What follows belongs to an exercise in optimizing a design on an open flow for small area; a production flow would make more cautious choices. At most, simulation tests tie the RTL to the original design; equivalence was not proved.

## delta
// uart_16550
module uart_16550 #(
    parameter DL_WIDTH = 16,
    parameter PSD_WIDTH = 4,
    parameter FIFO_DEPTH = 16
)(
    input  logic clk,
    input  logic rst,
    input  logic [31:0] awaddr,
    input  logic        awvalid,
    output logic        awready,
    input  logic [31:0] wdata,
    input  logic [3:0]  wstrb,
    input  logic        wvalid,
    output logic        wready,
    output logic        bvalid,
    output logic [1:0]  bresp,
    input  logic        bready,
    input  logic [31:0] araddr,
    input  logic        arvalid,
    output logic        arready,
    output logic [31:0] rdata,
    output logic        rvalid,
    output logic [1:0]  rresp,
    input  logic        rready,
    output logic irq,
    output logic irq_n,
    input  logic rxd,
    output logic txd
);
Size: roughly 470 flip-flops, about 19000 µm² of cells after synthesis.
==> module baud_gen, before the edit <==
module baud_gen #(
	parameter DL_WIDTH = 16,
	parameter PSD_WIDTH = 4
) (
	input  logic                 clk,
	input  logic                 reset,              
	input  logic [DL_WIDTH-1:0]  divisor_latch,      
	input  logic [PSD_WIDTH-1:0] psd,                
	input  logic                 new_baud,           
	input  logic                 enable_sample,      
	input  logic                 enable_baud,        
	output logic        baud_tick,          
	output logic        sample_tick,        
	output logic        active              
);
	logic [3:0] seq;         
	logic       stale;
	logic       mult_done;
	logic [3:0] seq_len;
	always_comb begin
		casez (psd)
			4'b0000: seq_len = 4'd4;
			4'b000?: seq_len = 4'd5;
			4'b0010: seq_len = 4'd5;
			4'b0???: seq_len = (psd == 4'b0111) ? 4'd7 : 4'd6;
			4'b1111: seq_len = 4'd8;
			default: seq_len = 4'd7;
		endcase
	end
	always_ff @(posedge clk or posedge reset) begin
		if (reset)
			seq <= '0;
		else if (seq != 0)
			seq <= seq - 1'b1;
		else if (!mult_done)
			seq <= seq_len;
	end
	always_ff @(posedge clk or posedge reset) begin
		if (reset)
			stale <= 0;
		else if (seq == 0)
			stale <= 0;
		else if (new_baud)
			stale <= 1;
	end
	always_ff @(posedge clk or posedge reset) begin
		if (reset)
			mult_done <= 0;
		else if (new_baud)
			mult_done <= 0;
		else if (seq == 4'd1 && !stale)
			mult_done <= 1;
	end
	assign active = mult_done;
	logic [PSD_WIDTH-1:0] s_pc;
	logic [DL_WIDTH-1:0]  s_dc;
	logic s_dz, s_end, s_reload;
	assign s_dz     = (s_dc == 1);
	assign s_end    = s_dz && (s_pc == 0);
	assign s_reload = !mult_done || !enable_sample || s_end;
	always_ff @(posedge clk) begin
		if (s_reload || s_dz)
			s_dc <= divisor_latch;
		else
			s_dc <= s_dc - 1'b1;
		if (s_reload)
			s_pc <= psd;
		else if (s_dz)
			s_pc <= s_pc - 1'b1;
	end
	always_ff @(posedge clk) begin
		if (!mult_done)
			sample_tick <= 0;
		else if (enable_sample)
			sample_tick <= s_end;
	end
	logic [3:0]           b_sc;
	logic [PSD_WIDTH-1:0] b_pc;
	logic [DL_WIDTH-1:0]  b_dc;
	logic b_dz, b_pz, b_end, b_reload;
	assign b_dz     = (b_dc == 1);
	assign b_pz     = b_dz && (b_pc == 0);
	assign b_end    = b_pz && (b_sc == 0);
	assign b_reload = !mult_done || !enable_baud || b_end;
	always_ff @(posedge clk) begin
		if (b_reload || b_dz)
			b_dc <= divisor_latch;
		else
			b_dc <= b_dc - 1'b1;
		if (b_reload || b_pz)
			b_pc <= psd;
		else if (b_dz)
			b_pc <= b_pc - 1'b1;
		if (b_reload)
			b_sc <= 4'd15;
		else if (b_pz)
			b_sc <= b_sc - 1'b1;
	end
	always_ff @(posedge clk) begin
		if (!mult_done)
			baud_tick <= 0;
		else if (enable_baud)
			baud_tick <= b_end;
	end
endmodule
Settings: LEC_CHECK=0, CAP_MARGIN=20, CORE_MARGIN=2, CORE_UTILIZATION=65, CTS_BUF_LIST=sky130_fd_sc_hd__clkbuf_16, CTS_CLUSTER_DIAMETER=80, CTS_CLUSTER_SIZE=30, PLACE_DENSITY=0.75, SLEW_MARGIN=20; clock period 6.0 ns.
standard.sh (not shown) runs the stock make flow with config.mk's settings and CLKGATE_MAP_FILE= SYNTH_SCRIPT=/design/flow/synth_recipe.tcl, a recipe that flattens the netlist after the stock synthesis.
==> flow/flow/run.sh <==
#!/bin/bash
# The standard layout (standard.sh), with three changes:
#  - the logic is mapped by an area-oriented ABC script (flow/area.script);
#    synthesis is otherwise the standard flow's own (flow/synth_area.tcl repeats
#    synth_recipe.tcl and only swaps the ABC script),
#  - ports are buffered with the smallest buffer,
#  - clock tree synthesis inserts no dummy loads.
# Each tool's output goes to its ORFS log under orfs/logs; make's output
# goes to standard.log here.
set -euo pipefail
here=$(pwd)
diff <(tail -n +2 synth_recipe.tcl) <(grep -v '^ *#' flow/synth_area.tcl | sed -n '/^source/,$p') > synth_diff.log || true
bash standard.sh \
  SYNTH_SCRIPT=$here/flow/synth_area.tcl \
  "BUFFER_PORTS_ARGS=-buffer_cell sky130_fd_sc_hd__buf_1" \
  "CTS_ARGS=-sink_clustering_enable -repair_clock_nets -sink_clustering_size 30 -sink_clustering_max_diameter 80 -buf_list sky130_fd_sc_hd__clkbuf_16 -dont_use_dummy_load" \
  finish > standard.log 2>&1
==> flow/flow/area.script <==
strash
&get -n
&fraig -x
&put
scorr
dc2
dretime
strash
&get -n
&syn2
&dch -f
&nf -a -R 1000
&put
==> flow/flow/synth_area.tcl <==
proc synth {args} { yosys synth -nofsm -noshare {*}$args }
# Map the logic with an area-oriented ABC script (the flip-flops are mapped
# before this step and are left as the standard synthesis makes them)
set ::area_abc_script [file join [file dirname [file normalize [info script]]] area.script]
proc abc {args} {
  set i [lsearch -exact $args -script]
  if { $i >= 0 } { lset args [expr { $i + 1 }] $::area_abc_script }
  yosys abc {*}$args
}
source $::env(SCRIPTS_DIR)/synth.tcl
# left out here: clear keep_hierarchy, flatten, clean up, hide names made inside functions, write 1_2_yosys.v
> inputs changed (delta -> ember)
-- flow/design.v --
<<< delta, line 93
	logic [PSD_WIDTH-1:0] s_pc;
	logic [DL_WIDTH-1:0]  s_dc;
	logic s_dz, s_end, s_reload;
	assign s_dz     = (s_dc == 1);
	assign s_end    = s_dz && (s_pc == 0);
	assign s_reload = !mult_done || !enable_sample || s_end;
	always_ff @(posedge clk) begin
		if (s_reload || s_dz)
			s_dc <= divisor_latch;
		else
			s_dc <= s_dc - 1'b1;
		if (s_reload)
			s_pc <= psd;
		else if (s_dz)
			s_pc <= s_pc - 1'b1;
	end
	always_ff @(posedge clk) begin
>>> ember, line 93
	logic [PSD_WIDTH-1:0] s_pc;
	logic [DL_WIDTH-1:0]  s_dc;
	logic s_pz, s_end;
	assign s_pz  = (s_pc == 0);
	assign s_end = s_pz && (s_dc == 1);
	always_ff @(posedge clk) begin
		if (!mult_done || !enable_sample || s_end) begin
			s_pc <= psd;
			s_dc <= divisor_latch;
		end else if (s_pz) begin
			s_pc <= psd;
			s_dc <= s_dc - 1'b1;
		end else begin
			s_pc <= s_pc - 1'b1;
		end
	end
	always_ff @(posedge clk) begin
<<< delta, line 116
	logic [PSD_WIDTH-1:0] b_pc;
	logic [DL_WIDTH-1:0]  b_dc;
	logic b_dz, b_pz, b_end, b_reload;
	assign b_dz     = (b_dc == 1);
	assign b_pz     = b_dz && (b_pc == 0);
	assign b_end    = b_pz && (b_sc == 0);
	assign b_reload = !mult_done || !enable_baud || b_end;
	always_ff @(posedge clk) begin
		if (b_reload || b_dz)
			b_dc <= divisor_latch;
		else
			b_dc <= b_dc - 1'b1;
		if (b_reload || b_pz)
			b_pc <= psd;
		else if (b_dz)
			b_pc <= b_pc - 1'b1;
		if (b_reload)
			b_sc <= 4'd15;
		else if (b_pz)
			b_sc <= b_sc - 1'b1;
	end
	always_ff @(posedge clk) begin
>>> ember, line 116
	logic [PSD_WIDTH-1:0] b_pc;
	logic [DL_WIDTH-1:0]  b_dc;
	logic b_sz, b_pz, b_end;
	assign b_sz  = (b_sc == 0);
	assign b_pz  = b_sz && (b_pc == 0);
	assign b_end = b_pz && (b_dc == 1);
	always_ff @(posedge clk) begin
		if (!mult_done || !enable_baud || b_end) begin
			b_sc <= 4'd15;
			b_pc <= psd;
			b_dc <= divisor_latch;
		end else begin
			b_sc <= b_sc - 1'b1;
			if (b_sz)
				b_pc <= b_pz ? psd : b_pc - 1'b1;
			if (b_pz)
				b_dc <= b_dc - 1'b1;
		end
	end
	always_ff @(posedge clk) begin
Notes after the runs:
Relative to delta, the layout net count of ember is lower by 55.
On aggregate global-route resource usage, the lower figure sits with delta, not ember.
ember: share of the yosys chip area belonging to registers higher than delta
ember vs delta: non-clock buffer count down in ember
| number of logic stages on the critical path including buffering | higher: delta |
For met1 track demand over resource, ember and delta come out practically identical.
Cmp ember vs delta: via count lower in ember
Function not checked in ember: the RTL went through the layout flow alone.

[separate check: timing with driven ports]
The results above use ideal ports. As a check the final layouts listed here were re-extracted and re-timed, cells and wires unchanged. Step 1 assumes that a clkbuf_16 drives the clock port and a buf_2 every other input. Step 2 times the ports against the registers' clock, not the clock port: input delays grow and output delays shrink by t, the midpoint of the rising clock arrivals with the driver on. Slacks: ideal ports / drivers / drivers and shift; pairs: ideal ports / drivers.
run	t (ns)	setup WS [ns]	hold WS [ns]	worst data-port slew with drivers (ns)	cell pins on the clock port's net
delta	0.587	1.775 / 1.775 / 1.775	0.365 / 0.365 / 0.365	0.03	1
ember	0.587	1.957 / 1.957 / 1.957	0.359 / 0.359 / 0.359	0.04	1
After both steps every run listed still meets setup and hold.
